This is an optimization exercise on Yosys and OpenROAD, whose aim is small area and few clock cycles per item, not a production implementation. RTL that was checked went through simulation tests only; none was proved equivalent to the original. For runs 2 and 6, only the layout was checked, not whether the RTL still works. Power is estimated from default activity; no workload was simulated.

==> design.v <==
module top (clock, start, BestDist, motionX, motionY, AddressR, AddressS1, AddressS2, R, S1, S2, completed);
	input clock;
	input start;
	output [7:0] BestDist;
	output [3:0] motionX, motionY;
	output completed;
	wire clock;
	wire start;
	wire [7:0] BestDist;
	wire [3:0] motionX, motionY;
	input [7:0] R, S1, S2;
	output [7:0] AddressR;
	output [9:0] AddressS1, AddressS2;
	wire [15:0] S1S2mux, newDist, PEready;
	wire CompStart;
	wire [3:0] VectorX, VectorY;
	wire [127:0] Accumulate;
	wire [7:0] Rpipe;
	control ctl_u(clock, start, S1S2mux, newDist, CompStart, PEready, VectorX, VectorY, AddressR, AddressS1, AddressS2, completed);
	PEtotal pe_u(clock, R, S1, S2, S1S2mux, newDist, Accumulate);
	Comparator comp_u(clock, CompStart, Accumulate, PEready, VectorX, VectorY, BestDist, motionX, motionY);
endmodule
module PE (clock, R, S1, S2, S1S2mux, newDist, Accumulate, Rpipe);
	input clock;
	input [7:0] R, S1, S2;  
	input S1S2mux, newDist;  
	output [7:0] Accumulate, Rpipe;
	reg [7:0] Accumulate, AccumulateIn, difference, difference_temp, Rpipe;
	reg Carry;
	always @(posedge clock) Rpipe <= R;
	always @(posedge clock) Accumulate <= AccumulateIn;
	always @(R or S1 or S2 or S1S2mux or newDist or Accumulate)
	    begin 
		difference = R -(S1S2mux? S1:S2);
		difference_temp = - difference;
		if (R < (S1S2mux? S1:S2)) 
		 begin
			 difference = difference_temp;  
		 end
		{Carry,AccumulateIn} = Accumulate + difference;
		if (Carry == 1) AccumulateIn = 8'hFF;  
		if (newDist == 1) AccumulateIn = difference;
	    end
endmodule
module PEend (clock, R, S1, S2, S1S2mux, newDist, Accumulate);
	input clock;
	input [7:0] R, S1, S2;  
	input S1S2mux, newDist;  
	output [7:0] Accumulate;
	reg [7:0] Accumulate, AccumulateIn, difference, difference_temp;
	reg Carry;
	always @(posedge clock) Accumulate <= AccumulateIn;
	always @(R or S1 or S2 or S1S2mux or newDist or Accumulate)
	    begin 
		difference = R -(S1S2mux? S1:S2);
		difference_temp = - difference;
		if (R < (S1S2mux? S1:S2)) 
		 begin
			 difference = difference_temp;  
		 end
		{Carry,AccumulateIn} = Accumulate + difference;
		if (Carry == 1) AccumulateIn = 8'hFF;  
		if (newDist == 1) AccumulateIn = difference;
	    end
endmodule
module control (clock, start, S1S2mux, newDist, CompStart, PEready, VectorX, VectorY, AddressR, AddressS1, AddressS2, completed);
	input clock;
	input start;  
	output [15:0] S1S2mux, newDist, PEready;
	output CompStart;
	output [3:0] VectorX, VectorY;
	output [7:0] AddressR;
	output [9:0] AddressS1, AddressS2;
	output reg completed;
	parameter count_complete = 16*(16*16) + 16;  
	reg [15:0] S1S2mux, newDist, PEready;
	reg CompStart;
	reg [3:0] VectorX, VectorY;
	reg [7:0] AddressR;
	reg [9:0] AddressS1, AddressS2;
	reg  [12:0] count, count_temp;
	integer i;
	reg [11:0]  temp;
	always @ (posedge clock)
	  begin
		  if (start == 0) count <= 12'b0;
		  else if (completed == 0) count <= count_temp;
	  end
	always @ (count)
	    begin
	      count_temp = count + 1'b1;
	      for (i=0; i<16; i= i+1)
		begin
		   newDist[i] = (count[7:0] == i);	
		   PEready[i] = (newDist[i] && !(count < 256));	
		   S1S2mux[i] = (count[3:0] >= i);
		   CompStart  = (!(count < 256));
		end
		AddressR = count[7:0];
		AddressS1 = (count[11:8] + count[7:4])*32 + count[3:0];
		temp = count[11:0]-16;
		AddressS2 = (temp[11:8] + temp[7:4])*32 + temp[3:0] + 16;
		VectorX = count[3:0] - 8; 
		VectorY = count[11:8] - 9;
		completed = (count[12:0] == count_complete);  
	    end
endmodule
module Comparator (clock, CompStart, PEout, PEready, vectorX, vectorY, BestDist, motionX, motionY);
	input clock;
	input CompStart;  
	input [8*16-1:0] PEout;  
	input [15:0] PEready;  
	input [3:0] vectorX, vectorY;  
	output [7:0] BestDist;  
	output [3:0] motionX, motionY;  
	reg [7:0] BestDist, newDist;
	reg [3:0] motionX, motionY;
	reg newBest;
	integer n;
	always @ (posedge clock)
	  if (CompStart == 0) BestDist <= 8'hFF;  
	  else if (newBest == 1)
	    begin
	      BestDist <= newDist;
	      motionX <= vectorX;
	      motionY <= vectorY;
	    end
	always @ (BestDist or PEout or PEready or CompStart)
	  begin
	    newDist = 8'hFF;
	    for (n = 0; n <= 15; n = n+1)
		begin
		      if (PEready[n] == 1) 
			case (n) 
			  4'b0000: newDist = PEout[7:0];
			  4'b0001: newDist = PEout[15:8]; 
			  4'b0010: newDist = PEout[23:16]; 
			  4'b0011: newDist = PEout[31:24];
			  4'b0100: newDist = PEout[39:32]; 
			  4'b0101: newDist = PEout[47:40]; 
			  4'b0110: newDist = PEout[55:48]; 
			  4'b0111: newDist = PEout[63:56]; 
			  4'b1000: newDist = PEout[71:64]; 
			  4'b1001: newDist = PEout[79:72]; 
			  4'b1010: newDist = PEout[87:80]; 
			  4'b1011: newDist = PEout[95:88]; 
			  4'b1100: newDist = PEout[103:96]; 
			  4'b1101: newDist = PEout[111:104]; 
			  4'b1110: newDist = PEout[119:112]; 
			  4'b1111: newDist = PEout[127:120];
			  default: newDist = 8'hFF;  
			endcase
	     end
	    if ((|PEready == 0) || (CompStart == 0)) newBest = 0;  
	    else if (newDist < BestDist) newBest = 1;
	    else newBest = 0;
	  end
endmodule
module PEtotal (clock, R, S1, S2, S1S2mux, newDist, Accumulate);
	input clock;
	input [7:0] R, S1, S2;  
	input [15:0] S1S2mux, newDist;  
	output [127:0] Accumulate;
	wire [7:0] Rpipe0, Rpipe1, Rpipe2, Rpipe3, Rpipe4, Rpipe5, Rpipe6, Rpipe7, Rpipe8, Rpipe9, Rpipe10, Rpipe11, Rpipe12, Rpipe13, Rpipe14;
	PE pe0 (clock, R, S1, S2, S1S2mux[0], newDist[0], Accumulate[7:0], Rpipe0);
	PE pe1 (clock, Rpipe0, S1, S2, S1S2mux[1], newDist[1], Accumulate[15:8], Rpipe1);
	PE pe2 (clock, Rpipe1, S1, S2, S1S2mux[2], newDist[2], Accumulate[23:16], Rpipe2);
	PE pe3 (clock, Rpipe2, S1, S2, S1S2mux[3], newDist[3], Accumulate[31:24], Rpipe3);
	PE pe4 (clock, Rpipe3, S1, S2, S1S2mux[4], newDist[4], Accumulate[39:32], Rpipe4);
	PE pe5 (clock, Rpipe4, S1, S2, S1S2mux[5], newDist[5], Accumulate[47:40], Rpipe5);
	PE pe6 (clock, Rpipe5, S1, S2, S1S2mux[6], newDist[6], Accumulate[55:48], Rpipe6);
	PE pe7 (clock, Rpipe6, S1, S2, S1S2mux[7], newDist[7], Accumulate[63:56], Rpipe7);
	PE pe8 (clock, Rpipe7, S1, S2, S1S2mux[8], newDist[8], Accumulate[71:64], Rpipe8);
	PE pe9 (clock, Rpipe8, S1, S2, S1S2mux[9], newDist[9], Accumulate[79:72], Rpipe9);
	PE pe10 (clock, Rpipe9, S1, S2, S1S2mux[10], newDist[10], Accumulate[87:80], Rpipe10);
	PE pe11 (clock, Rpipe10, S1, S2, S1S2mux[11], newDist[11], Accumulate[95:88], Rpipe11);
	PE pe12 (clock, Rpipe11, S1, S2, S1S2mux[12], newDist[12], Accumulate[103:96], Rpipe12);
	PE pe13 (clock, Rpipe12, S1, S2, S1S2mux[13], newDist[13], Accumulate[111:104], Rpipe13);
	PE pe14 (clock, Rpipe13, S1, S2, S1S2mux[14], newDist[14], Accumulate[119:112], Rpipe14);
	PEend pe15 (clock, Rpipe14, S1, S2, S1S2mux[15], newDist[15], Accumulate[127:120]);
endmodule
==> run.sh <==
#!/bin/bash
# synth_recipe.tcl (not shown) runs the flow's synth.tcl, then flattens the netlist and writes it again
# the make line also repeats each setting of config.mk as NAME=value (left out here)
make -C /OpenROAD-flow-scripts/flow DESIGN_CONFIG=/design/flow/config.mk WORK_HOME=/design/flow/orfs CLKGATE_MAP_FILE= SYNTH_SCRIPT=/design/flow/synth_recipe.tcl finish
==> config.mk <==
export PLATFORM = sky130hd
export DESIGN_NAME = top
export DESIGN_NICKNAME = top
export VERILOG_FILES = /design/flow/design.v
export SDC_FILE = /design/flow/constraint.sdc
export NUM_CORES = 4
export LEC_CHECK = 0
export CAP_MARGIN = 20
export CORE_MARGIN = 2
export CORE_UTILIZATION = 40
export SLEW_MARGIN = 20
==> constraint.sdc <==
create_clock -name core_clock -period 5.5 [get_ports {clock}]
set_input_delay 1.1000 -clock core_clock [delete_from_list [all_inputs] [get_ports {clock}]]
set_output_delay 1.1000 -clock core_clock [all_outputs]
set_load 0.01 [all_outputs]
==> reports/results.ini, run 1 <==
[status]
status=timing/DRC/antenna clean

[setup_path]
timing.critical_path.arrival_ns=5.73
crit_path_cell_trace=clkdlybuf4s50_1 -> inv_1 -> buf_12 -> buf_4 -> nor2_1 -> a21oi_1 -> ha_1 -> nor2b_1 -> o31a_1 -> o31a_1 -> o21ai_1 -> a21oi_1 -> a31o_2 -> fa_1 -> a21o_1 -> a21oi_1 -> o21bai_1 -> a21oi_1 -> o21ai_1 -> o22a_1
worstPathMaxFanout=8
worst-setup-path-type=in -> reg
kind_of_start_point_of_the_critical_path=primary input
timing.critical_path.from=S1[2]
cp_slowest_stage_delay_ns=0.55
timing.rr.start=ctl_u.count[5]$_SDFFE_PN0N_
crit_buf_inv=4
cp.required_ns=5.95
largest_delay_share_family_worst_path=compound AO/OA/AOI/OAI gates
crit_path_end_kind=flop
cpMostUsedCell=sky130_fd_sc_hd__a21oi_1
slowest_stage=sky130_fd_sc_hd__clkdlybuf4s50_1

[cells_and_area]
largest-register=ctl_u.count
final-seq-area_um2=5625
area_taken_by_multi_input_logic_gates_um2=16740
largest_register_ffs=13
fin_nets=3383
antenna_diode_instance_count=0
instances_no_fill=3805
fillers=5512
layout-area-overhead-vs-synth_pct=20.22
post_route_cells_drive_above_1_share_pct=13.55

[drt]
drt_iter0_drc=1666
post_drt_wl_per_cell_um=20.80
wirelength_um=79140
drtAntennaViolNets=0
drt_first_pass_iters=5
route.vias.total=21683
drt_drc_violations_left=0
vias_per_cell=5.699

[clock_tree]
cts_hold_buf=0
numCtsBuffers=37
cts.repair_timing.setup_buffer_count=0
clk_root_buffer_cell=sky130_fd_sc_hd__clkbuf_16
cts-root-to-sink-buffers=3
post_cts.resized_instances=1
cts_tree=yes
cts_num_sinks=277
htree_num_levels=2
clk_pin_slew_ns=0.06
clkLatencyLatePin_ns=0.58

[hold_path]
worstHoldPathType=reg -> reg
min-delay-start=pe_u.pe7.Rpipe[3]$_DFF_P_

[logic_synthesis]
ffs_w_async_s_r_synth_pct=0
synth.ff_latch_count=277
synth_warnings=4
synth_top_area_cell=sky130_fd_sc_hd__dfxtp_1
most_common_cell_in_the_netlist=sky130_fd_sc_hd__ha_1
synthesis.instances=2733
synth_ff_type=sky130_fd_sc_hd__dfxtp_1
synth.yosys.seq_area_share_pct=24.01
post_synth_main_area_contributors=sky130_fd_sc_hd__dfxtp_1 (23%), sky130_fd_sc_hd__ha_1 (17%), sky130_fd_sc_hd__xnor2_1 (6.2%)
synth_enable_flop_cells=8
post_synth_most_frequent_cells=sky130_fd_sc_hd__ha_1 (311), sky130_fd_sc_hd__nor2_1 (270), sky130_fd_sc_hd__dfxtp_1 (269)
syn_avg_cell_area_um2=8.572
post_synth_instance_area_um2=23430
postSynthNetCount=3104
number_of_unique_standard_cell_types_used_by_synthesis=90
synth.top_cell.area_share_pct=22.99

[power]
fin_total_pwr_mw=13.13
max-vdd-ir-drop_mv=0.4088
total_leakage_power_nw=12.16
power_per_cell_area_nw_per_um2=466.1

[floorplanning]
initial_core_util_pct=40.53
ios=71
area_inside_the_core_boundary_um2=57810
floorplan.die_area_um2=60520
die_x_um=246.0
floorplan.rows=88
chipHeight_um=246.0

[timing]
fin_worst_setup_slack_ns=0.2271
slew_at_the_pin_closest_to_its_max_slew_limit_ns=0.9825
grt_setup_unrepaired=false
hold_slack_ns=0.3525
worst_clock_skew_ns=0.03361
slew-limit-headroom_pct=33.90
final_max_slew_violation_count=0
finalHoldViolations=0
final_setup_vio_count=0
clock.fmax_mhz=189.6
period_share_pct=95.87
setup_total_negative_slack_ns=0
period_minus_slack_ns=5.273

[placement]
place.detailed.instances=3738
pre_cts_slack_ns=-0.3013
estimated_wirelength_of_the_detail_placed_design_um=62780
numPortBuffers=68
gp_congestion=0.9595

[grt]
grt_antenna_before_repair=0
global_route.usage.total_pct=25.74
grt_pass1_vias=21286
wire_length_of_the_first_global_routing_pass_um=120600
grt_start_max_net_pins=26
grt_overflow_total=0

[job]
max_cap_violations=0

==> metrics by stage <==
stage / util, % / instance area (µm²)
after floorplan: - / 23430
after global placement: 46.26 / 26740
after detailed placement: 46.26 / 26740
after CTS: 48.67 / 28130
after global routing: 48.72 / 28160
final: 48.72 / 28160
==> cell usage in the layout (no fill, tap or decap), types with 18 or more instances in the layout <==
master,count
sky130_fd_sc_hd__nor3_1,44
sky130_fd_sc_hd__o22ai_1,18
sky130_fd_sc_hd__mux2i_1,40
sky130_fd_sc_hd__nor2_1,269
sky130_fd_sc_hd__o31a_1,39
sky130_fd_sc_hd__o21ai_1,28
sky130_fd_sc_hd__buf_4,255
sky130_fd_sc_hd__clkdlybuf4s50_1,68
sky130_fd_sc_hd__ha_1,310
sky130_fd_sc_hd__o311ai_0,24
sky130_fd_sc_hd__or2_2,23
sky130_fd_sc_hd__inv_1,170
sky130_fd_sc_hd__dfxtp_1,269
sky130_fd_sc_hd__a21o_1,48
sky130_fd_sc_hd__a211oi_1,34
sky130_fd_sc_hd__xnor2_1,167
sky130_fd_sc_hd__clkbuf_16,41
sky130_fd_sc_hd__o22a_1,113
sky130_fd_sc_hd__nand2b_1,44
sky130_fd_sc_hd__nor3b_1,18
sky130_fd_sc_hd__nor2b_1,49
sky130_fd_sc_hd__xor2_1,72
sky130_fd_sc_hd__o21a_1,56
sky130_fd_sc_hd__nand3_1,74
sky130_fd_sc_hd__a21oi_1,198
sky130_fd_sc_hd__o21ai_0,92
sky130_fd_sc_hd__o211ai_1,29
sky130_fd_sc_hd__nand2_1,95
sky130_fd_sc_hd__a31oi_1,22
sky130_fd_sc_hd__fa_1,34
==> path summary, 6_finish.rpt <==
kind / end / slack, ns / depth (start not counted)
min reg2reg: pe_u.pe8.Rpipe[3]$_DFF_P_ / 0.35 / 0
max reg2reg: comp_u.motionY[0]$_DFFE_PP_ / 0.25 / 17
min: pe_u.pe8.Rpipe[3]$_DFF_P_ / 0.35 / 0
max: pe_u.pe9.Accumulate[1]$_DFF_P_ / 0.23 / 20
==> cell type report <==
type                    count  area share [%]
repair buffers            334           9.996
multi-input cells        2192           59.46
inverters                 170           2.266
clock inverters            16           1.026
well taps                 765           3.399
clock buffers              51           3.883
flip-flops and latches    277           19.97
==> metal layers <==
| layer | part of all wire [%] | track usage [%] | up-vias |
|---|---|---|---|
| li1 | - | - | 10563 |
| met1 | 44 | 32.99 | 10338 |
| met2 | 46 | 43.27 | 634 |
| met3 | 5.9 | 3.769 | 148 |
| met4 | 3.8 | 10.25 | 0 |
| met5 | 0 | 0 | - |
==> where the power goes <==
part / internal, mW / switching [mW] / total (mW)
logic: 3.73 / 3.65 / 7.39
clock network: 1.77 / 1.02 / 2.79
registers: 2.49 / 0.449 / 2.94
total: 8.00 / 5.13 / 13.1
==> kinds of logic after synthesis <==
| family | after synthesis | synth area share, % |
|---|---|---|
| and+or+nand+nor | 697 | 14.55 |
| muxes | 61 | 2.799 |
| buffers and inverters | 264 | 4.711 |
| AOI/OAI and AO/OA | 848 | 25.44 |
| other | 2 | 0.03206 |
| xor gates and xnor gates | 239 | 8.936 |
| adders and majority gates | 345 | 19.52 |
| DFF | 277 | 24.01 |
Testbench counts, summed over its fixed seeds: cycles 197,416, searches 48.
==> run 2, diff against run 1 <==
==> design.v (replaced) <==
module top (clock, start, BestDist, motionX, motionY, AddressR, AddressS1, AddressS2, R, S1, S2, completed);
	input clock;
	input start;
	output [7:0] BestDist;
	output [3:0] motionX, motionY;
	output completed;
	input [7:0] R, S1, S2;
	output [7:0] AddressR;
	output [9:0] AddressS1, AddressS2;
	localparam IDLE = 3'd0, FILL = 3'd1, RUN = 3'd2, SEL = 3'd3, DONE = 3'd4;
	reg [2:0] st;
	reg [7:0] p;           
	reg [4:0] r1, r2;      
	reg [3:0] K;           
	reg [7:0] n;           
	reg [7:0] best;
	reg [3:0] mvx, mvy;
	reg completed;
	assign AddressR  = p;
	assign AddressS1 = {r1, 1'b0, p[3:0]};
	assign AddressS2 = {r2, 1'b1, p[3:0]};
	assign BestDist  = best;
	assign motionX   = mvx;
	assign motionY   = mvy;
	wire [8*16-1:0] rin;    
	wire [8*16-1:0] accs;
	wire [15:0] alive;
	wire load = (st == RUN) && (n == 8'd0);
	wire hold = (st != RUN);
	assign rin[7:0] = R;
	genvar j;
	generate
		for (j = 0; j < 16; j = j + 1) begin : pe
			PE u (.clock(clock), .r(rin[8*j+7:8*j]), .s1(S1), .s2(S2), .use_s1(p[3:0] >= j),
			      .load(load), .hold(hold), .best(best),
			      .acc(accs[8*j+7:8*j]), .alive(alive[j]));
			if (j < 15) begin : rp
				reg [7:0] rpipe;
				always @(posedge clock) rpipe <= rin[8*j+7:8*j];
				assign rin[8*j+15:8*j+8] = rpipe;
			end
		end
	endgenerate
	reg [7:0] selv;
	reg [3:0] seli;
	integer q;
	always @* begin
		selv = 8'd0;
		seli = 4'd0;
		for (q = 15; q >= 0; q = q - 1)
			if (alive[q]) begin
				selv = accs[8*q +: 8];
				seli = q;
			end
	end
	wire any_alive = |alive;
	wire last_row = (K == 4'd15);
	reg [2:0] st_n;
	reg [3:0] K_n;
	reg [7:0] n_n;
	always @* begin
		st_n = st;
		K_n = K;
		n_n = n + 8'd1;
		case (st)
			IDLE: begin st_n = FILL; K_n = 4'd0; n_n = 8'd0; end
			FILL: if (n == 8'd13) begin st_n = RUN; n_n = 8'd0; end
			RUN: begin
				if (n != 8'd0 && !any_alive) begin
					if (last_row) st_n = DONE;
					else begin K_n = K + 4'd1; n_n = 8'd0; end
				end else if (n == 8'd255)
					st_n = SEL;
			end
			SEL: if (!any_alive) begin
				n_n = 8'd0;
				if (last_row) st_n = DONE;
				else begin st_n = RUN; K_n = K + 4'd1; end
			end
			default: st_n = DONE;
		endcase
		if (!start) st_n = IDLE;
	end
	wire [7:0] p_n = start ? p + 8'd1 : 8'd0;
	wire [3:0] am1 = p_n[7:4] - 4'd1;
	always @(posedge clock) begin
		st <= st_n;
		K <= K_n;
		n <= n_n;
		p <= p_n;
		r1 <= {1'b0, K_n} + {1'b0, p_n[7:4]};
		r2 <= {1'b0, K_n} + {1'b0, am1};
		completed <= start && (st_n == DONE);
		if (st == IDLE)
			best <= 8'hFF;
		else if (st == SEL && any_alive) begin
			best <= selv;
			mvx <= {~seli[3], seli[2:0]};
			mvy <= {~K[3], K[2:0]};
		end
	end
endmodule
module PE (clock, r, s1, s2, use_s1, load, hold, best, acc, alive);
	input clock;
	input [7:0] r, s1, s2;
	input use_s1, load, hold;
	input [7:0] best;
	output reg [7:0] acc;
	output alive;
	wire [7:0] ns = use_s1 ? ~s1 : ~s2;
	wire [8:0] cy, cz, lt;
	wire [7:0] t, x, y, z;
	wire c = cy[8];
	assign cy[0] = 1'b0;
	assign x = acc & {8{~load}};
	assign y = (t ^ {8{~c}}) & {8{~hold}};
	assign cz[0] = c & ~hold;
	assign lt[0] = 1'b0;
	genvar i;
	generate
		for (i = 0; i < 8; i = i + 1) begin : bt
			assign t[i] = r[i] ^ ns[i] ^ cy[i];
			assign cy[i+1] = (r[i] & ns[i]) | (r[i] & cy[i]) | (ns[i] & cy[i]);
			assign z[i] = x[i] ^ y[i] ^ cz[i];
			assign cz[i+1] = (x[i] & y[i]) | (x[i] & cz[i]) | (y[i] & cz[i]);
			assign lt[i+1] = (~acc[i] & best[i]) | (~acc[i] & lt[i]) | (best[i] & lt[i]);
		end
	endgenerate
	assign alive = lt[8];
	always @(posedge clock) acc <= z | {8{cz[8]}};
endmodule
==> reports/results.ini, run 2 <==
[placement]
placement.cell_area_um2=24790
estimated_wirelength_of_the_detail_placed_design_um=55020
gp_congestion=1.000
numPortBuffers=68

[clock_tree]
clkLatencyLatePin_ns=0.56
clk_pin_slew_ns=0.06
cts_num_sinks=298
cts-root-to-sink-buffers=3
clk_root_buffer_cell=sky130_fd_sc_hd__clkbuf_16
cts_hold_buf=0
cts_tree=yes
numCtsBuffers=36
htree_num_levels=2

[setup_path]
kind_of_start_point_of_the_critical_path=flop
crit_buf_inv=8
slowest_stage=sky130_fd_sc_hd__fa_2
worst-setup-path-type=reg -> reg
cp_slowest_stage_delay_ns=0.42
crit_path_end_kind=flop
timing.critical_path.arrival_ns=7.86
cpMostUsedCell=sky130_fd_sc_hd__fa_2
worstPathMaxFanout=3
cp.required_ns=5.99
largest_delay_share_family_worst_path=adder cells

[logic_synthesis]
postSynthNetCount=2589
post_synth_main_area_contributors=sky130_fd_sc_hd__dfxtp_1 (27%), sky130_fd_sc_hd__fa_1 (22%), sky130_fd_sc_hd__nand2b_1 (4.6%)
post_synth_instance_area_um2=21680
synth.yosys.seq_area_share_pct=27.89
synth.ff_latch_count=298
synth_ff_type=sky130_fd_sc_hd__dfxtp_1
number_of_unique_standard_cell_types_used_by_synthesis=99
synth_top_area_cell=sky130_fd_sc_hd__dfxtp_1
synth_enable_flop_cells=8
synth.top_cell.area_share_pct=26.78
synth_warnings=2
ffs_w_async_s_r_synth_pct=0
most_common_cell_in_the_netlist=sky130_fd_sc_hd__dfxtp_1
synthesis.instances=2287
post_synth_most_frequent_cells=sky130_fd_sc_hd__dfxtp_1 (290), sky130_fd_sc_hd__fa_1 (242), sky130_fd_sc_hd__nor2_1 (229)
syn_avg_cell_area_um2=9.479

[drt]
drt_iter0_drc=1408
drt_drc_violations_left=0
drtAntennaViolNets=0
drt_first_pass_iters=7
vias_per_cell=5.418
post_drt_wl_per_cell_um=21.55
route.vias.total=17245
wirelength_um=68600

[timing]
grt_setup_unrepaired=true
final_setup_vio_count=128
slew_at_the_pin_closest_to_its_max_slew_limit_ns=1.068
period_minus_slack_ns=7.365
finalHoldViolations=0
setup_total_negative_slack_ns=-214.05
worst_clock_skew_ns=0.02603
final_max_slew_violation_count=0
fin_worst_setup_slack_ns=-1.865
slew-limit-headroom_pct=28.78
period_share_pct=133.9
clock.fmax_mhz=135.8

[cells_and_area]
largest-register=pe.u.acc
layout-area-overhead-vs-synth_pct=23.28
fin_area_um2=26730
post_route_cells_drive_above_1_share_pct=27.26
final_util_pct=49.76
most_common_library_cell_in_the_layout_ignoring_fill_and_taps=sky130_fd_sc_hd__dfxtp_1
mostFrequentLayoutCells=sky130_fd_sc_hd__dfxtp_1 (288), sky130_fd_sc_hd__fa_2 (234), sky130_fd_sc_hd__nor2_1 (221)
largest_register_ffs=128
fin_nets=2763
layout_top_registers=pe.u.acc (128), pe.rp.rpipe (120)
antenna_diode_instance_count=0

[hold_path]
worstHoldPathType=reg -> reg

[power]
p_clk_share_pct=28.6
max-vdd-ir-drop_mv=0.1961
fin_total_pwr_mw=8.730
power_per_cell_area_nw_per_um2=326.6
pwr-share-seq_pct=36.8
cellInternalPower_mw=5.497
power.net_switching_mw=3.233
total_leakage_power_nw=10.86
pwr-share-comb_pct=34.6
power_switching_share_pct=37.03

[job]
max_cap_violations=0

[floorplanning]
floorplan.die_area_um2=56070
chipHeight_um=236.8
floorplan.rows=85
die_x_um=236.8
area_inside_the_core_boundary_um2=53710
ios=71
initial_core_util_pct=40.36

[grt]
grt_start_max_net_pins=86
wire_length_of_the_first_global_routing_pass_um=105100
grt_pass1_vias=17358
global_route.usage.total_pct=24.53
grt_antenna_before_repair=0
grt_overflow_total=0

[status]
failed_layout_checks=negative setup slack
status=failed layout checks

[run 2: cell types whose count changed after synthesis, moves of 39 or more]
cell and change:
sky130_fd_sc_hd__nand2b_1 +115, sky130_fd_sc_hd__o21ai_0 -58, sky130_fd_sc_hd__nor2_1 -41, sky130_fd_sc_hd__ha_1 -277, sky130_fd_sc_hd__a21o_1 -39, sky130_fd_sc_hd__xnor2_1 -132, sky130_fd_sc_hd__a21oi_1 -59, sky130_fd_sc_hd__o22a_1 -110
sky130_fd_sc_hd__fa_1 +208, sky130_fd_sc_hd__and2_1 +75, sky130_fd_sc_hd__xor2_1 +39, sky130_fd_sc_hd__nand3_1 -45, sky130_fd_sc_hd__o21a_1 -48
[run 2: cell families (layout without fill, tap and decap cells)]
kind of cell               after synthesis  in the layout  share of synthesized area (%)
AOI/OAI and AO/OA                      421            421                          13.72
xor gates and xnor gates               146            146                          5.899
adders and majority gates              294            294                          25.17
buffers and inverters                  283            483                          5.402
DFF                                    298            298                          27.89
muxes                                   78             78                          3.752
other                                    2              2                        0.03464
and+or+nand+nor                        765            765                          18.13
[run 2: path summary, 6_finish.rpt]
| check | startpoint | endpoint | slack, ns | cells after the start |
|---|---|---|---|---|
| worst min-delay path | pe[10].rp.rpipe[1]$_DFF_P_ | pe[11].rp.rpipe[1]$_DFF_P_ | 0.35 | 0 |
| worst max register to register | p[1]$_SDFF_PN0_ | pe[13].u.acc[7]$_DFF_P_ | -1.87 | 31 |
| worst min register to register | pe[10].rp.rpipe[1]$_DFF_P_ | pe[11].rp.rpipe[1]$_DFF_P_ | 0.35 | 0 |
| worst max-delay path | p[1]$_SDFF_PN0_ | pe[13].u.acc[7]$_DFF_P_ | -1.87 | 31 |
[run 2: area by class of cell]
class | count | area, µm²
Clock buffer | 56 | 1140
Fill cell | 4834 | 26980
Tap cell | 696 | 870.8
Timing Repair Buffer | 267 | 2536
Clock inverter | 8 | 105.1
Sequential cell | 298 | 6053
Multi-Input combinational cell | 1706 | 15430
Inverter | 152 | 589.3
[run 2: through the flow]
stage | worst slack, ns | hold WS (ns) | std cells
after floorplan | -2.117 | 0.3308 | 2287
after global placement | -2.772 | 0.3433 | 3076
after detailed placement | -2.866 | 0.3446 | 3076
after CTS | -2.123 | 0.3555 | 3170
after global routing | -2.077 | 0.3629 | 3183
final | -1.865 | 0.3543 | 3183
[run 2: worst register-to-register path: cells and delay by family, from the launching register on]
family        cells  cell delay [ns]
xor+xnor          1             0.18
mux               1             0.13
buf+inv           8             0.57
fa+ha+maj        17             5.64
flops             1             0.36
simple gates      4             0.43
[run 2: per-layer routing]
layer,routed length [µm],vias to the layer above,global-route usage [%]
met3,3912,124,3.462
met5,0,-,0
met2,29640,590,37.33
li1,-,7999,-
met4,2522,0,8.727
met1,32530,8532,35.56
[run 2: power by group through the flow]
stage / Sequential [mW] / Clock (mW) / Combinational [mW]
after detailed placement: 3.21 / 0 / 2.93
after floorplan: 2.91 / 0 / 2.21
after global placement: 3.21 / 0 / 2.83
after global routing: 3.24 / 2.61 / 3.36
after CTS: 3.17 / 2.54 / 2.97
final: 3.21 / 2.50 / 3.02
[run 2: timing repair]
item,in CTS,in global routing
setup buffers,30,18
pin swaps,139,72
gates resized for setup,83,51
endpoints found under the setup margin,128,128
==> run 3, diff against run 2 <==
--- a/design.v
+++ b/design.v
@@ -23,21 +23,25 @@
 	assign motionX   = mvx;
 	assign motionY   = mvy;
-	wire [8*16-1:0] rin;    
-	wire [8*16-1:0] accs;
+	reg  [7:0] rpipe [0:14];
+	reg  [7:0] acc [0:15];
 	wire [15:0] alive;
 	wire load = (st == RUN) && (n == 8'd0);
 	wire hold = (st != RUN);
-	assign rin[7:0] = R;
 	genvar j;
 	generate
 		for (j = 0; j < 16; j = j + 1) begin : pe
-			PE u (.clock(clock), .r(rin[8*j+7:8*j]), .s1(S1), .s2(S2), .use_s1(p[3:0] >= j),
-			      .load(load), .hold(hold), .best(best),
-			      .acc(accs[8*j+7:8*j]), .alive(alive[j]));
-			if (j < 15) begin : rp
-				reg [7:0] rpipe;
-				always @(posedge clock) rpipe <= rin[8*j+7:8*j];
-				assign rin[8*j+15:8*j+8] = rpipe;
+			wire [7:0] r = (j == 0) ? R : rpipe[j-1];
+			wire [7:0] s = (p[3:0] >= j) ? S1 : S2;
+			wire [8:0] t = {1'b0, r} + {1'b0, ~s};
+			wire c = t[8];
+			wire [7:0] x = load ? 8'd0 : acc[j];
+			wire [7:0] y = hold ? 8'd0 : (t[7:0] ^ {8{~c}});
+			wire ci = c & ~hold;
+			wire [8:0] sum = {1'b0, x} + {1'b0, y} + {8'd0, ci};
+			always @(posedge clock) begin
+				acc[j] <= sum[8] ? 8'hFF : sum[7:0];
+				if (j < 15) rpipe[j] <= r;
 			end
+			assign alive[j] = acc[j] < best;
 		end
 	endgenerate
@@ -50,5 +54,5 @@
 		for (q = 15; q >= 0; q = q - 1)
 			if (alive[q]) begin
-				selv = accs[8*q +: 8];
+				selv = acc[q];
 				seli = q;
 			end
@@ -101,31 +105,2 @@
 	end
 endmodule
-module PE (clock, r, s1, s2, use_s1, load, hold, best, acc, alive);
-	input clock;
-	input [7:0] r, s1, s2;
-	input use_s1, load, hold;
-	input [7:0] best;
-	output reg [7:0] acc;
-	output alive;
-	wire [7:0] ns = use_s1 ? ~s1 : ~s2;
-	wire [8:0] cy, cz, lt;
-	wire [7:0] t, x, y, z;
-	wire c = cy[8];
-	assign cy[0] = 1'b0;
-	assign x = acc & {8{~load}};
-	assign y = (t ^ {8{~c}}) & {8{~hold}};
-	assign cz[0] = c & ~hold;
-	assign lt[0] = 1'b0;
-	genvar i;
-	generate
-		for (i = 0; i < 8; i = i + 1) begin : bt
-			assign t[i] = r[i] ^ ns[i] ^ cy[i];
-			assign cy[i+1] = (r[i] & ns[i]) | (r[i] & cy[i]) | (ns[i] & cy[i]);
-			assign z[i] = x[i] ^ y[i] ^ cz[i];
-			assign cz[i+1] = (x[i] & y[i]) | (x[i] & cz[i]) | (y[i] & cz[i]);
-			assign lt[i+1] = (~acc[i] & best[i]) | (~acc[i] & lt[i]) | (best[i] & lt[i]);
-		end
-	endgenerate
-	assign alive = lt[8];
-	always @(posedge clock) acc <= z | {8{cz[8]}};
-endmodule
==> reports/results.ini, run 3 <==
[status]
status=timing/DRC/antenna clean

[clock_tree]
cts_num_sinks=298
clkLatencyLatePin_ns=0.57
cts_tree=yes
clk_root_buffer_cell=sky130_fd_sc_hd__clkbuf_16
numCtsBuffers=38
cts-root-to-sink-buffers=3
htree_num_levels=2
cts_hold_buf=0
clk_pin_slew_ns=0.06

[setup_path]
worst-setup-path-type=in -> reg
crit_path_cell_trace=clkdlybuf4s50_1 -> buf_6 -> buf_4 -> a21oi_1 -> ha_1 -> fa_1 -> a21o_1 -> a21oi_2 -> o21bai_1 -> a21oi_1 -> o21bai_1 -> a21oi_4 -> xnor2_1 -> nor2_1 -> fa_1 -> fa_1 -> a21o_1 -> a21oi_2 -> o21bai_1 -> a21oi_2 -> o21bai_1 -> a21oi_2 -> buf_4 -> nand2b_1
cp.required_ns=5.95
largest_delay_share_family_worst_path=compound AO/OA/AOI/OAI gates
kind_of_start_point_of_the_critical_path=primary input
cp_slowest_stage_delay_ns=0.47
crit_buf_inv=4
crit_path_end_kind=flop
slowest_stage=sky130_fd_sc_hd__clkdlybuf4s50_1
worstPathMaxFanout=8
timing.critical_path.arrival_ns=5.73

[grt]
grt_pass1_vias=20759
grt_overflow_total=0
globalRouteMet3Util_pct=3.034
wire_length_of_the_first_global_routing_pass_um=117400
gr-usage-met2_pct=37.17
global_route.usage.total_pct=23.85
globalRouteMet1Util_pct=34.24
grt.busiest_layer=met2
grt_antenna_before_repair=1
grt_start_max_net_pins=51

[cells_and_area]
fin_nets=3650
largest-register=acc
layout_top_registers=acc (128), rpipe (120)
mostFrequentLayoutCells=sky130_fd_sc_hd__ha_1 (368), sky130_fd_sc_hd__buf_4 (315), sky130_fd_sc_hd__nor2_1 (289)
post_route_cells_drive_above_1_share_pct=15.04
largest_register_ffs=128
layout-area-overhead-vs-synth_pct=22.39
instances_no_fill=4015
most_common_library_cell_in_the_layout_ignoring_fill_and_taps=sky130_fd_sc_hd__ha_1

[logic_synthesis]
post_synth_fa_ha_maj_area_fraction_pct=23.07
synth_top_area_cell=sky130_fd_sc_hd__dfxtp_1
ffs_w_async_s_r_synth_pct=0
most_common_cell_in_the_netlist=sky130_fd_sc_hd__ha_1
syn_avg_cell_area_um2=8.486
synth_ff_type=sky130_fd_sc_hd__dfxtp_1
synth_xor_xnor_area_share_pct=11.15
synth_warnings=3
post_synth_most_frequent_cells=sky130_fd_sc_hd__ha_1 (369), sky130_fd_sc_hd__dfxtp_1 (290), sky130_fd_sc_hd__nor2_1 (290)
share_of_synthesized_area_spent_on_multiplexers_pct=2.959
synthesis.instances=2870
synth.ff_latch_count=298
postSynthNetCount=3315
number_of_unique_standard_cell_types_used_by_synthesis=72
synth_simple_gate_area_share_pct=15.98
post_synth_main_area_contributors=sky130_fd_sc_hd__dfxtp_1 (24%), sky130_fd_sc_hd__ha_1 (19%), sky130_fd_sc_hd__xnor2_1 (8.6%)
synth_enable_flop_cells=8
post_synth_instance_area_um2=24360
synth_top_family_by_area=adder cells
synth.yosys.seq_area_share_pct=24.82
synth.top_cell.area_share_pct=23.84
synth_compound_gate_area_share_pct=17.70

[placement]
numPortBuffers=68
gp_congestion=0.9955
place.detailed.instances=3942
estimated_wirelength_of_the_detail_placed_design_um=61720

[drt]
post_drt_wl_per_cell_um=18.99
vias_per_cell=5.306
drt_drc_violations_left=0
drtAntennaViolNets=0
route.vias.total=21304
drt_first_pass_iters=7
drt_iter0_drc=1414
wirelength_um=76260

[timing]
final_setup_vio_count=0
slew_at_the_pin_closest_to_its_max_slew_limit_ns=0.9920
clock.fmax_mhz=189.7
slew-limit-headroom_pct=33.80
period_share_pct=95.85
finalHoldViolations=0
worst_clock_skew_ns=0.04006
period_minus_slack_ns=5.272
final_max_slew_violation_count=0
setup_total_negative_slack_ns=0

[floorplanning]
ios=71
floorplan.rows=90
chipHeight_um=250.8
floorplan.die_area_um2=62880
area_inside_the_core_boundary_um2=60250
initial_core_util_pct=40.43
die_x_um=250.8

[job]
max_cap_violations=0

[power]
fin_total_pwr_mw=9.804
power_per_cell_area_nw_per_um2=328.9
total_leakage_power_nw=14.44
max-vdd-ir-drop_mv=0.1840

[hold_path]
worstHoldPathType=reg -> reg

run 3: cell types whose count changed after synthesis, sizes merged, moves of 54 or more:
cell    change
o21ai      +83
ha        +335
fa        -192
xnor2     +203
nand2      +91
nor2       +61
nand2b    -105
a21o      +108
o21bai     +54
a21oi     +103
run 3: kinds of logic (layout without fill, tap and decap cells):
logic type | Yosys count | after routing
compound gates | 680 | 680
xor+xnor | 310 | 310
fa+ha+maj | 419 | 419
buf+inv | 266 | 628
flops | 298 | 298
mux | 71 | 71
other cells | 2 | 3
simple gates | 824 | 824
run 3: layer usage:
metal / part of all wire (%) / routed length, µm
met5: 0 / 0
met4: 3.2 / 2404
met3: 5.9 / 4510
met2: 43 / 32610
met1: 48 / 36740
run 3: worst paths after layout:
kind / depth (start not counted) / startpoint / endpoint / slack, ns
worst max-delay path: 24 / S2[0] / acc[5][1]$_SDFF_PP1_ / 0.23
worst min-delay path: 0 / rpipe[4][4]$_DFF_P_ / rpipe[5][4]$_DFF_P_ / 0.36
worst max register to register: 29 / p[1]$_SDFF_PN0_ / acc[13][0]$_SDFF_PP1_ / 0.33
worst min register to register: 0 / rpipe[4][4]$_DFF_P_ / rpipe[5][4]$_DFF_P_ / 0.36
run 3: through the flow:
step           util [%]  hold WS [ns]  worst slack (ns)  area, µm²
6_report          49.48        0.3562            0.2283      29810
5_1_grt           49.48        0.3630         -0.006198      29810
4_1_cts           48.94        0.3575           0.01348      29480
3_5_place_dp      46.93        0.3424           -0.5104      28270
3_3_place_gp      46.93        0.3415           -0.4348      28270
2_1_floorplan         -        0.3368       -0.00001021      24510
run 3: layout make-up:
cell class	count	area [µm²]
clock inverter	12	115.1
clock buffer	55	1095
antenna	1	2.502
sequential	298	6048
multi-input combinational	2306	17640
inverter	163	619.3
tap	782	978.4
fill	5582	30440
timing repair buffer	398	3307
run 3: power by group:
part	total [mW]	leakage [nW]	internal, mW	switching (mW)
logic	4.07	11.3	1.92	2.15
registers	3.26	2.51	2.68	0.584
clock network	2.47	0.587	1.43	1.04
run 3: what timing repair did:
action / 4_1_cts / 5_1_grt
resized for setup: 0 / 73
buffers inserted: 0 / 5
endpoints found under the setup margin: 0 / 128
Testbench counts of run 3, summed over its fixed seeds: cycles 45,315, searches 48.
==> run 4, diff against run 3 <==
==> design.v (replaced) <==
module top (clock, start, BestDist, motionX, motionY, AddressR, AddressS1, AddressS2, R, S1, S2, completed);
	input clock;
	input start;
	output [7:0] BestDist;
	output [3:0] motionX, motionY;
	output completed;
	input [7:0] R, S1, S2;
	output [7:0] AddressR;
	output [9:0] AddressS1, AddressS2;
	localparam IDLE = 3'd0, FILL = 3'd1, RUN = 3'd2, SEL = 3'd3, DONE = 3'd4;
	reg [2:0] st;
	reg [7:0] p;           
	reg [3:0] phi;         
	reg pass2;
	reg [4:0] r1, r2;      
	reg [3:0] K;           
	reg [7:0] n;           
	reg [7:0] best;
	reg [3:0] mvx, mvy;
	reg completed;
	assign AddressR  = p;
	assign AddressS1 = {r1, 1'b0, p[3:0]};
	assign AddressS2 = {r2, 1'b1, p[3:0]};
	assign BestDist  = best;
	assign motionX   = mvx;
	assign motionY   = mvy;
	wire [8*16-1:0] rin;    
	wire [8*16-1:0] accs;
	wire [15:0] alive;
	wire load = (st == RUN) && (n == 8'd0);
	wire hold = (st != RUN);
	assign rin[7:0] = R;
	genvar j;
	generate
		for (j = 0; j < 16; j = j + 1) begin : pe
			PE u (.clock(clock), .r(rin[8*j+7:8*j]), .s1(S1), .s2(S2), .use_s1(p[3:0] >= j),
			      .load(load), .hold(hold), .best(best),
			      .acc(accs[8*j+7:8*j]), .alive(alive[j]));
			if (j < 15) begin : rp
				reg [7:0] rpipe;
				always @(posedge clock) rpipe <= rin[8*j+7:8*j];
				assign rin[8*j+15:8*j+8] = rpipe;
			end
		end
	endgenerate
	reg [7:0] selv;
	reg [3:0] seli;
	integer q;
	always @* begin
		selv = 8'd0;
		seli = 4'd0;
		for (q = 15; q >= 0; q = q - 1)
			if (alive[q]) begin
				selv = accs[8*q +: 8];
				seli = q;
			end
	end
	wire any_alive = |alive;
	wire last_row = (K == 4'd15);
	localparam [7:0] T1 = 8'd32;
	wire found = ~best[5];                  
	wire give_up = !pass2 && !found && (phi == 4'd14);
	reg new_pass;
	reg [2:0] st_n;
	reg [3:0] K_n;
	reg [7:0] n_n;
	reg next_row;
	always @* begin
		st_n = st;
		K_n = K;
		n_n = n + 8'd1;
		next_row = 1'b0;
		new_pass = 1'b0;
		case (st)
			IDLE: begin st_n = FILL; K_n = 4'd0; n_n = 8'd0; end
			FILL: if (n == 8'd13) begin st_n = RUN; n_n = 8'd0; end
			RUN: begin
				if (n != 8'd0 && !any_alive) next_row = 1'b1;
				else if (n == 8'd255) st_n = SEL;
			end
			SEL: if (!any_alive) next_row = 1'b1;
			default: st_n = DONE;
		endcase
		if (next_row) begin
			n_n = 8'd0;
			st_n = RUN;
			K_n = K + 4'd1;
			if (last_row) begin
				if (pass2 || found) st_n = DONE;
				else new_pass = 1'b1;
			end
		end
		if (give_up && (st == RUN || st == SEL)) begin
			new_pass = 1'b1;
			n_n = 8'd0;
			st_n = RUN;
		end
		if (new_pass) K_n = 4'd0;
		if (!start) st_n = IDLE;
	end
	wire [7:0] p_n = start ? p + 8'd1 : 8'd0;
	wire [3:0] am1 = p_n[7:4] - 4'd1;
	always @(posedge clock) begin
		st <= st_n;
		K <= K_n;
		n <= n_n;
		p <= p_n;
		if (st == IDLE) phi <= 4'd0;
		else if (p == 8'hFF) phi <= phi + 4'd1;
		if (st == IDLE) pass2 <= 1'b0;
		else if (new_pass) pass2 <= 1'b1;
		r1 <= {1'b0, K_n} + {1'b0, p_n[7:4]};
		r2 <= {1'b0, K_n} + {1'b0, am1};
		completed <= start && (st_n == DONE);
		if (st == IDLE)
			best <= T1;
		else if (new_pass)
			best <= 8'hFF;
		else if (st == SEL && any_alive) begin
			best <= selv;
			mvx <= {~seli[3], seli[2:0]};
			mvy <= {~K[3], K[2:0]};
		end
	end
endmodule
module PE (clock, r, s1, s2, use_s1, load, hold, best, acc, alive);
	input clock;
	input [7:0] r, s1, s2;
	input use_s1, load, hold;
	input [7:0] best;
	output reg [7:0] acc;
	output alive;
	wire [7:0] s = use_s1 ? s1 : s2;
	wire [8:0] t = {1'b0, r} + {1'b0, ~s};
	wire c = t[8];
	wire [7:0] x = load ? 8'd0 : acc;
	wire [7:0] y = hold ? 8'd0 : (t[7:0] ^ {8{~c}});
	wire ci = c & ~hold;
	wire [8:0] sum = {1'b0, x} + {1'b0, y} + {8'd0, ci};
	assign alive = acc < best;
	always @(posedge clock) acc <= sum[8] ? 8'hFF : sum[7:0];
endmodule
--- a/config.mk
+++ b/config.mk
@@ -9,3 +9,4 @@
 export CORE_MARGIN = 2
 export CORE_UTILIZATION = 40
+export GPL_TIMING_DRIVEN = 0
 export SLEW_MARGIN = 20
==> reports/results.ini, run 4 <==
[grt]
global_route.usage.total_pct=25.21
wire_length_of_the_first_global_routing_pass_um=123400
grt_antenna_before_repair=0
grt_overflow_total=0
grt_pass1_vias=21069
grt_start_max_net_pins=20

[logic_synthesis]
synth_enable_flop_cells=8
synth.top_cell.area_share_pct=23.89
synth.ff_latch_count=303
synth_warnings=2
most_common_cell_in_the_netlist=sky130_fd_sc_hd__ha_1
syn_avg_cell_area_um2=8.403
synth_compound_gate_area_share_pct=17.45
synth_ff_type=sky130_fd_sc_hd__dfxtp_1
share_of_synthesized_area_spent_on_multiplexers_pct=2.283
ffs_w_async_s_r_synth_pct=0
synth_xor_xnor_area_share_pct=10.81
synth_top_family_by_area=adder cells
synth_simple_gate_area_share_pct=17.16
post_synth_instance_area_um2=24720
number_of_unique_standard_cell_types_used_by_synthesis=77
post_synth_main_area_contributors=sky130_fd_sc_hd__dfxtp_1 (24%), sky130_fd_sc_hd__ha_1 (19%), sky130_fd_sc_hd__xnor2_1 (8.0%)
synth_top_area_cell=sky130_fd_sc_hd__dfxtp_1
synthesis.instances=2942
post_synth_fa_ha_maj_area_fraction_pct=22.88
postSynthNetCount=3390
post_synth_most_frequent_cells=sky130_fd_sc_hd__ha_1 (372), sky130_fd_sc_hd__dfxtp_1 (295), sky130_fd_sc_hd__nor2_1 (270)
synth.yosys.seq_area_share_pct=24.86

[clock_tree]
htree_num_levels=2
cts-root-to-sink-buffers=3
numCtsBuffers=39
cts_tree=yes
clk_root_buffer_cell=sky130_fd_sc_hd__clkbuf_16
clk_pin_slew_ns=0.06
clkLatencyLatePin_ns=0.58
cts_num_sinks=303

[timing]
worst_clock_skew_ns=0.02191
final_setup_vio_count=0
final_max_slew_violation_count=0
slew_at_the_pin_closest_to_its_max_slew_limit_ns=1.004
period_minus_slack_ns=5.280
clock.fmax_mhz=189.4
finalHoldViolations=0
period_share_pct=95.99
slew-limit-headroom_pct=33.01
grt_setup_unrepaired=true

[floorplanning]
initial_core_util_pct=40.28
ios=71
die_x_um=252.6
floorplan.die_area_um2=63810
chipHeight_um=252.6
area_inside_the_core_boundary_um2=61370
floorplan.rows=91

[setup_path]
cp.required_ns=5.99
kind_of_start_point_of_the_critical_path=flop
slowest_stage=sky130_fd_sc_hd__fa_2
timing.critical_path.arrival_ns=5.77
cp_slowest_stage_delay_ns=0.43
worstPathMaxFanout=9
cpMostUsedCell=sky130_fd_sc_hd__a21o_1
crit_path_end_kind=flop
worst-setup-path-type=reg -> reg

[power]
cellInternalPower_mw=4.779
total_leakage_power_nw=13.35
pwr-share-seq_pct=34.3
power.net_switching_mw=2.404
max-vdd-ir-drop_mv=0.1895
power_switching_share_pct=33.46
pwr-share-comb_pct=29.8
power_per_cell_area_nw_per_um2=247.3
p_clk_share_pct=35.9
fin_total_pwr_mw=7.182

[drt]
drt_first_pass_iters=6
vias_per_cell=5.449
post_drt_wl_per_cell_um=20.76
route.vias.total=21448
wirelength_um=81720
drt_iter0_drc=1476
drtAntennaViolNets=0
drt_drc_violations_left=0

[cells_and_area]
layout_top_registers=pe.u.acc (128), pe.rp.rpipe (120)
largest_register_ffs=128
instances_no_fill=3936
antenna_diode_instance_count=0
mostFrequentLayoutCells=sky130_fd_sc_hd__ha_1 (365), sky130_fd_sc_hd__dfxtp_1 (291), sky130_fd_sc_hd__nor2_1 (265)
fillers=5870
fin_area_um2=29050
largest-register=pe.u.acc
most_common_library_cell_in_the_layout_ignoring_fill_and_taps=sky130_fd_sc_hd__ha_1
layout-area-overhead-vs-synth_pct=17.51
fin_nets=3566
post_route_cells_drive_above_1_share_pct=10.43

[placement]
place.detailed.instances=3793
gp_congestion=0.9832
numPortBuffers=61
estimated_wirelength_of_the_detail_placed_design_um=64640
placement.cell_area_um2=26400

[status]
status=timing/DRC/antenna clean

[job]
max_cap_violations=0

[hold_path]
worstHoldPathType=reg -> reg

run 4: cell types whose count changed after synthesis, moves of 12 or more:
cell,previous run,this run
sky130_fd_sc_hd__o21ai_0,108,156
sky130_fd_sc_hd__o21bai_1,55,27
sky130_fd_sc_hd__a21oi_1,236,211
sky130_fd_sc_hd__nand2_1,217,240
sky130_fd_sc_hd__nor2_1,290,270
sky130_fd_sc_hd__a211oi_1,15,30
sky130_fd_sc_hd__inv_1,153,168
sky130_fd_sc_hd__nor2b_1,45,60
sky130_fd_sc_hd__mux2i_1,66,53
sky130_fd_sc_hd__nand2b_1,54,66
sky130_fd_sc_hd__xnor2_1,238,226
run 4: layout make-up:
class / count / area (µm²) / share of cell area [%]
Inverter: 176 / 684.4 / 2.356
Clock inverter: 13 / 110.1 / 0.3790
Clock buffer: 56 / 1150 / 3.958
Timing Repair Buffer: 146 / 1275 / 4.389
Sequential cell: 303 / 6161 / 21.21
Buffer: 99 / 605.6 / 2.085
Multi-Input combinational cell: 2353 / 18070 / 62.22
Tap cell: 790 / 988.4 / 3.403
run 4: critical path: cells and delay by family, from the launching register on:
kind / cells / cell delay [ns]
and+or+nand+nor: 9 / 1.19
muxes: 1 / 0.19
xor gates and xnor gates: 1 / 0.18
DFF: 1 / 0.37
adders and majority gates: 4 / 1.34
AOI/OAI and AO/OA: 10 / 1.49
buffers and inverters: 3 / 0.43
run 4: worst paths after layout:
path	start	slack, ns	end	depth (start not counted)
min	pe[11].rp.rpipe[3]$_DFF_P_	0.35	pe[12].rp.rpipe[3]$_DFF_P_	0
max reg2reg	p[0]$_SDFF_PN0_	0.22	pe[1].u.acc[2]$_SDFF_PP1_	28
min reg2reg	pe[11].rp.rpipe[3]$_DFF_P_	0.35	pe[12].rp.rpipe[3]$_DFF_P_	0
max	p[0]$_SDFF_PN0_	0.22	pe[1].u.acc[2]$_SDFF_PP1_	28
run 4: cell families after synthesis:
family	after synthesis
other	2
DFF	303
muxes	56
adders and majority gates	422
AOI/OAI and AO/OA	683
and+or+nand+nor	885
xor gates and xnor gates	305
buffers and inverters	286
run 4: metal layers:
layer  part of all wire [%]  up-vias  global-route usage (%)
met5                      0        -                       0
met4                    3.8        0                   9.772
met3                    5.5      161                   3.079
met2                     43      629                   38.89
met1                     47    10199                   35.70
li1                       -    10459                       -
run 4: power by group through the flow:
stage / clock, mW / combinational (mW) / sequential (mW)
2_1_floorplan: 0 / 1.44 / 2.44
3_3_place_gp: 0 / 1.87 / 2.51
3_5_place_dp: 0 / 1.92 / 2.51
4_1_cts: 2.61 / 2.01 / 2.46
5_1_grt: 2.69 / 2.33 / 2.47
6_report: 2.58 / 2.14 / 2.47
run 4: timing repair:
item,4_1_cts,5_1_grt
hold buffers,0,0
setup buffers,35,49
pin swaps,13,39
gates cloned,0,1
setup endpoints to repair,128,129
resized for setup,120,158
run 4: stage by stage:
step | TNS (ns) | util (%) | hold WS, ns | setup WS, ns
floorplan | -0.3860 | - | 0.3368 | -0.05412
global placement | -170.43 | 43.00 | 0.3435 | -1.852
detailed placement | -186.04 | 43.02 | 0.3470 | -1.929
CTS | 0 | 46.07 | 0.3563 | 0.003943
global route | -0.6453 | 47.33 | 0.3603 | -0.06427
finish | 0 | 47.33 | 0.3547 | 0.2204
Testbench counts of run 4, summed over its fixed seeds: cycles 27,633, searches 48.
==> run 5, diff against run 4 <==
--- a/config.mk
+++ b/config.mk
@@ -9,4 +9,3 @@
 export CORE_MARGIN = 2
 export CORE_UTILIZATION = 40
-export GPL_TIMING_DRIVEN = 0
 export SLEW_MARGIN = 20
==> reports/results.ini, run 5 <==
[cells_and_area]
fin_area_um2=30270
final_util_pct=49.32
largest_register_ffs=128
fin_nets=3727
most_common_library_cell_in_the_layout_ignoring_fill_and_taps=sky130_fd_sc_hd__ha_1
layout_top_registers=pe.u.acc (128), pe.rp.rpipe (120)
largest-register=pe.u.acc
antenna_diode_instance_count=0
mostFrequentLayoutCells=sky130_fd_sc_hd__ha_1 (366), sky130_fd_sc_hd__buf_4 (319), sky130_fd_sc_hd__dfxtp_1 (294)
post_route_cells_drive_above_1_share_pct=15.18
layout-area-overhead-vs-synth_pct=22.43

[grt]
grt_start_max_net_pins=64
grt_antenna_before_repair=0
wire_length_of_the_first_global_routing_pass_um=124100
global_route.usage.total_pct=25.20
grt_overflow_total=0
grt_pass1_vias=21479

[drt]
drtAntennaViolNets=0
drt_drc_violations_left=0
route.vias.total=21964
post_drt_wl_per_cell_um=19.83
drt_first_pass_iters=5
vias_per_cell=5.361
wirelength_um=81260
drt_iter0_drc=1637

[timing]
slew_at_the_pin_closest_to_its_max_slew_limit_ns=0.9491
clock.fmax_mhz=190.9
finalHoldViolations=0
final_setup_vio_count=0
period_minus_slack_ns=5.240
fin_worst_setup_slack_ns=0.2604
setup_total_negative_slack_ns=0
hold_slack_ns=0.3559
final_max_slew_violation_count=0
period_share_pct=95.27
slew-limit-headroom_pct=36.72
worst_clock_skew_ns=0.01990

[logic_synthesis]
synth_warnings=2
syn_avg_cell_area_um2=8.403
synth_top_area_cell=sky130_fd_sc_hd__dfxtp_1
most_common_cell_in_the_netlist=sky130_fd_sc_hd__ha_1
synth_enable_flop_cells=8
post_synth_main_area_contributors=sky130_fd_sc_hd__dfxtp_1 (24%), sky130_fd_sc_hd__ha_1 (19%), sky130_fd_sc_hd__xnor2_1 (8.0%)
ffs_w_async_s_r_synth_pct=0
postSynthNetCount=3390
post_synth_most_frequent_cells=sky130_fd_sc_hd__ha_1 (372), sky130_fd_sc_hd__dfxtp_1 (295), sky130_fd_sc_hd__nor2_1 (270)
number_of_unique_standard_cell_types_used_by_synthesis=77
synth.yosys.seq_area_share_pct=24.86
synthesis.instances=2942
synth_ff_type=sky130_fd_sc_hd__dfxtp_1
synth.top_cell.area_share_pct=23.89
post_synth_instance_area_um2=24720
synth.ff_latch_count=303

[clock_tree]
clk_pin_slew_ns=0.06
cts_hold_buf=0
clkLatencyLatePin_ns=0.58
cts_tree=yes
numCtsBuffers=40
htree_num_levels=2
cts_num_sinks=303
cts-root-to-sink-buffers=3
clk_root_buffer_cell=sky130_fd_sc_hd__clkbuf_16

[setup_path]
kind_of_start_point_of_the_critical_path=flop
crit_path_end_kind=flop
worst-setup-path-type=reg -> reg
timing.critical_path.arrival_ns=5.75
cp.required_ns=6.01
worstPathMaxFanout=5
slowest_stage=sky130_fd_sc_hd__dfxtp_4
cp_slowest_stage_delay_ns=0.44
register_to_register_path_setup_slack_ns=0.26

[floorplanning]
floorplan.rows=91
initial_core_util_pct=40.28
area_inside_the_core_boundary_um2=61370
chipHeight_um=252.6
die_x_um=252.6
floorplan.die_area_um2=63810
ios=71

[placement]
numPortBuffers=68
pre_cts_slack_ns=-0.6143
gp_congestion=0.9395
estimated_wirelength_of_the_detail_placed_design_um=64380
placement.cell_area_um2=28630

[power]
power_per_cell_area_nw_per_um2=244.7
max-vdd-ir-drop_mv=0.2087
total_leakage_power_nw=14.26

[hold_path]
worstHoldPathType=reg -> reg

[job]
max_cap_violations=0

[status]
status=timing/DRC/antenna clean

-- run 5: power breakdown --
part	leakage (nW)	internal (mW)	switching (mW)
logic	11.1	1.07	1.22
registers	2.54	2.33	0.147
clock network	0.636	1.55	1.08
total	14.3	4.96	2.45
-- run 5: logic make-up (layout without fill, tap and decap cells) --
family,after synthesis,in the layout,share of synthesized area [%]
xor gates and xnor gates,305,305,10.81
other,2,2,0.03038
DFF,303,303,24.86
and+or+nand+nor,885,885,17.16
muxes,56,56,2.283
adders and majority gates,422,422,22.88
buffers and inverters,286,651,4.540
AOI/OAI and AO/OA,683,683,17.45
-- run 5: per-layer routing --
layer	wire [µm]	GRT usage [%]
met5	0	0
met2	35540	39.53
met3	5122	3.708
met4	2534	7.946
met1	38060	35.47
-- run 5: final timing paths --
check | startpoint | endpoint | cells after the start
worst max-delay path | p[0]$_SDFF_PN0_ | pe[2].u.acc[4]$_SDFF_PP1_ | 29
worst min-delay path | pe[3].rp.rpipe[4]$_DFF_P_ | pe[4].rp.rpipe[4]$_DFF_P_ | 0
worst max register to register | p[0]$_SDFF_PN0_ | pe[2].u.acc[4]$_SDFF_PP1_ | 29
worst min register to register | pe[3].rp.rpipe[4]$_DFF_P_ | pe[4].rp.rpipe[4]$_DFF_P_ | 0
-- run 5: repair_timing --
item,CTS,global route
gates resized for setup,4,114
endpoints found under the setup margin,45,128
buffers inserted,0,8
pin swaps,0,36
-- run 5: per-stage QoR --
stage | cells | power (mW)
2_1_floorplan | 2942 | 3.882
3_3_place_gp | 4019 | 4.673
3_5_place_dp | 4019 | 4.727
4_1_cts | 4089 | 7.365
5_1_grt | 4097 | 7.737
6_report | 4097 | 7.405
-- run 5: worst max-delay path: cells and delay by family, from the launching register on --
kind	cells	cell delay [ns]
AO/OA/AOI/OAI	10	1.40
adder cells (fa/ha/maj)	4	1.20
AND/OR/NAND/NOR	8	1.06
buffers and inverters	5	0.73
flip-flops	1	0.44
multiplexers	1	0.17
XOR/XNOR	1	0.15
-- run 5: area by class of cell --
class	instances	area [µm²]
fillers	5788	31100
multi-input cells	2353	17790
flip-flops and latches	303	6150
repair buffers	405	3386
clock buffers	56	1154
well taps	790	988.4
inverters	176	663.1
clock inverters	14	136.4
==> run 6, diff against run 5 <==
--- a/design.v
+++ b/design.v
@@ -11,4 +11,5 @@
 	reg [2:0] st;
 	reg [7:0] p;           
+	reg [15:1] th;         
 	reg [3:0] phi;         
 	reg pass2;
@@ -26,4 +27,5 @@
 	assign motionY   = mvy;
 	wire [8*16-1:0] rin;    
+	wire [15:0] th_all = {th, 1'b1};
 	wire [8*16-1:0] accs;
 	wire [15:0] alive;
@@ -34,5 +36,5 @@
 	generate
 		for (j = 0; j < 16; j = j + 1) begin : pe
-			PE u (.clock(clock), .r(rin[8*j+7:8*j]), .s1(S1), .s2(S2), .use_s1(p[3:0] >= j),
+			PE u (.clock(clock), .r(rin[8*j+7:8*j]), .s1(S1), .s2(S2), .use_s1(th_all[j]),
 			      .load(load), .hold(hold), .best(best),
 			      .acc(accs[8*j+7:8*j]), .alive(alive[j]));
@@ -106,4 +108,6 @@
 		n <= n_n;
 		p <= p_n;
+		if (p_n[3:0] == 4'd0) th <= 15'd0;
+		else th <= {th[14:1], 1'b1};
 		if (st == IDLE) phi <= 4'd0;
 		else if (p == 8'hFF) phi <= phi + 4'd1;
@@ -138,5 +142,13 @@
 	wire ci = c & ~hold;
 	wire [8:0] sum = {1'b0, x} + {1'b0, y} + {8'd0, ci};
-	assign alive = acc < best;
+	wire [8:0] lt;
+	assign lt[0] = 1'b0;
+	genvar i;
+	generate
+		for (i = 0; i < 8; i = i + 1) begin : cmp
+			assign lt[i+1] = (~acc[i] & best[i]) | (~acc[i] & lt[i]) | (best[i] & lt[i]);
+		end
+	endgenerate
+	assign alive = lt[8];
 	always @(posedge clock) acc <= sum[8] ? 8'hFF : sum[7:0];
 endmodule
--- a/config.mk
+++ b/config.mk
@@ -6,6 +6,8 @@
 export NUM_CORES = 4
 export LEC_CHECK = 0
+export ABC_AREA = 1
 export CAP_MARGIN = 20
 export CORE_MARGIN = 2
 export CORE_UTILIZATION = 40
+export GPL_TIMING_DRIVEN = 0
 export SLEW_MARGIN = 20
==> reports/results.ini, run 6 <==
[power]
p_clk_share_pct=29.3
pwr-share-seq_pct=31.5
total_leakage_power_nw=13.23
power_switching_share_pct=40.29
power_per_cell_area_nw_per_um2=338.2
power.net_switching_mw=3.824

[cells_and_area]
area_taken_by_multi_input_logic_gates_um2=15770
largest_register_ffs=128
final-seq-area_um2=6446
layout_top_registers=pe.u.acc (128), pe.rp.rpipe (120), th (15)
layout-area-overhead-vs-synth_pct=13.24
instances_no_fill=4437
fillers=6323
post_route_cells_drive_above_1_share_pct=7.049
most_common_library_cell_in_the_layout_ignoring_fill_and_taps=sky130_fd_sc_hd__nand2_1

[grt]
gr-usage-met2_pct=39.91
grt_pass1_vias=21219
grt_overflow_total=0
grt_antenna_before_repair=2
global_route.usage.total_pct=25.62
grt.busiest_layer=met2

[timing]
hold_slack_ns=0.3558
period_share_pct=95.63
slew_at_the_pin_closest_to_its_max_slew_limit_ns=1.084
finalHoldViolations=0
final_max_slew_violation_count=0
setup_total_negative_slack_ns=0
fin_worst_setup_slack_ns=0.2401
grt_setup_unrepaired=false
slew-limit-headroom_pct=27.74

[hold_path]
worstHoldPathType=reg -> reg

[floorplanning]
die_x_um=252.9
floorplan.die_area_um2=63980
area_inside_the_core_boundary_um2=61480

[clock_tree]
clkLatencyLatePin_ns=0.59
clk_root_buffer_cell=sky130_fd_sc_hd__clkbuf_16
cts-root-to-sink-buffers=3
cts_num_sinks=318
clk_pin_slew_ns=0.06
cts_tree=yes
numCtsBuffers=39

[setup_path]
worst-setup-path-type=in -> reg
crit_path_end_kind=flop
cp.required_ns=5.92
kind_of_start_point_of_the_critical_path=primary input
worstPathMaxFanout=10
register_to_register_path_setup_slack_ns=0.47

[logic_synthesis]
share_of_synthesized_area_spent_on_multiplexers_pct=0
ffs_w_async_s_r_synth_pct=0
number_of_unique_standard_cell_types_used_by_synthesis=52
post_synth_main_area_contributors=sky130_fd_sc_hd__dfxtp_1 (25%), sky130_fd_sc_hd__ha_1 (13%), sky130_fd_sc_hd__nand2_1 (8.5%)
postSynthNetCount=3839
synth.top_cell.area_share_pct=25.04
synth_xor_xnor_area_share_pct=7.102
most_common_cell_in_the_netlist=sky130_fd_sc_hd__nand2_1
post_synth_most_frequent_cells=sky130_fd_sc_hd__nand2_1 (564), sky130_fd_sc_hd__inv_1 (538), sky130_fd_sc_hd__a21oi_1 (382)
synthesis.instances=3507
post_synth_fa_ha_maj_area_fraction_pct=16.96
syn_avg_cell_area_um2=7.068
post_synth_instance_area_um2=24790
synth_top_area_cell=sky130_fd_sc_hd__dfxtp_1
synth_enable_flop_cells=8
synth.yosys.seq_area_share_pct=26.01

[status]
status=timing/DRC/antenna clean

[drt]
wirelength_um=82570
route.vias.total=23108
drtAntennaViolNets=0
drt_drc_violations_left=0

[placement]
numPortBuffers=68
pre_cts_slack_ns=-1.633

[job]
max_cap_violations=0

[run 6: cell count changes after synthesis, moves of 34 or more]
cell	delta
sky130_fd_sc_hd__o22ai_1	+34
sky130_fd_sc_hd__nand2_1	+324
sky130_fd_sc_hd__xor2_1	+68
sky130_fd_sc_hd__a21o_1	-121
sky130_fd_sc_hd__o21ai_0	+153
sky130_fd_sc_hd__xnor2_1	-172
sky130_fd_sc_hd__nand2b_1	-66
sky130_fd_sc_hd__nor2_1	+89
sky130_fd_sc_hd__nor2b_1	-60
sky130_fd_sc_hd__ha_1	-116
sky130_fd_sc_hd__mux2i_1	-53
sky130_fd_sc_hd__and2_1	-147
sky130_fd_sc_hd__a21oi_1	+171
sky130_fd_sc_hd__inv_1	+370
[run 6: per-layer routing]
layer	wire length, µm	vias up
met5	0	-
met4	2816	0
met3	6187	144
met2	35270	766
met1	38300	10493
li1	-	11705
[run 6: power by group through the flow]
stage / Combinational [mW] / Sequential (mW) / Clock (mW)
2_1_floorplan: 2.73 / 2.92 / 0
3_3_place_gp: 3.59 / 3.03 / 0
3_5_place_dp: 3.60 / 3.02 / 0
4_1_cts: 3.63 / 2.98 / 2.82
5_1_grt: 4.18 / 3.02 / 2.91
6_report: 3.72 / 2.99 / 2.78
[run 6: path summary, 6_finish.rpt]
path / start / endpoint / cells past startpoint
setup reg to reg: st[2]$_DFF_P_ / pe[5].u.acc[5]$_SDFF_PP1_ / 15
setup / recovery: S2[0] / pe[8].u.acc[5]$_SDFF_PP1_ / 21
hold / removal: pe[9].rp.rpipe[6]$_DFF_P_ / pe[10].rp.rpipe[6]$_DFF_P_ / 0
hold reg to reg: pe[9].rp.rpipe[6]$_DFF_P_ / pe[10].rp.rpipe[6]$_DFF_P_ / 0
[run 6: kinds of logic (layout without fill, tap and decap cells)]
kind of cell,after synthesis,in the layout
compound gates,894,894
simple gates,1098,1098
other cells,2,3
fa+ha+maj,306,306
buf+inv,688,827
flops,318,318
xor+xnor,201,201
[run 6: cell type report]
class | instances | share of cell area [%]
Multi-Input combinational cell | 2501 | 56.19
Sequential cell | 318 | 22.97
Inverter | 554 | 7.449
Clock buffer | 56 | 4.252
Tap cell | 790 | 3.521
Timing Repair Buffer | 71 | 2.603
Buffer | 130 | 2.371
Clock inverter | 16 | 0.6419
Antenna cell | 1 | 0.008915
[run 6: metrics by stage]
stage	utilization (%)	total power, mW	cell area [µm²]
2_1_floorplan	-	5.646	24790
3_3_place_gp	43.03	6.617	26460
3_5_place_dp	43.04	6.624	26460
4_1_cts	45.39	9.433	27910
5_1_grt	45.65	10.11	28070
6_report	45.65	9.492	28070
[run 6: repair_timing]
action,4_1_cts,5_1_grt
gates resized for setup,39,59
setup endpoints to repair,99,128
gates cloned,0,0
setup buffers,0,3
[run 6: worst max-delay path: stages]
cell and delay [ns]:
sky130_fd_sc_hd__clkdlybuf4s50_1 0.57, sky130_fd_sc_hd__o21ai_0 0.26, sky130_fd_sc_hd__ha_1 0.21, sky130_fd_sc_hd__inv_1 0.06, sky130_fd_sc_hd__fa_1 0.40, sky130_fd_sc_hd__o21ai_0 0.39, sky130_fd_sc_hd__nand2_1 0.10, sky130_fd_sc_hd__nand2_1 0.11
sky130_fd_sc_hd__clkbuf_1 0.31, sky130_fd_sc_hd__xor2_1 0.19, sky130_fd_sc_hd__nor2_1 0.08, sky130_fd_sc_hd__fa_1 0.48, sky130_fd_sc_hd__inv_1 0.09, sky130_fd_sc_hd__fa_1 0.23, sky130_fd_sc_hd__inv_1 0.05, sky130_fd_sc_hd__a31oi_1 0.24
sky130_fd_sc_hd__o31ai_1 0.15, sky130_fd_sc_hd__nand2_1 0.08, sky130_fd_sc_hd__nand2_1 0.07, sky130_fd_sc_hd__a21oi_2 0.34, sky130_fd_sc_hd__o21ai_0 0.17

Re-timed with assumed drivers on the ports (clkbuf_16 on the clock, buf_2 on other inputs), run 6 has 0.278 ns of setup slack against 0.240 ns with ideal ports, and -0.359 ns once port delays also move by the mid clock arrival of 0.637 ns.
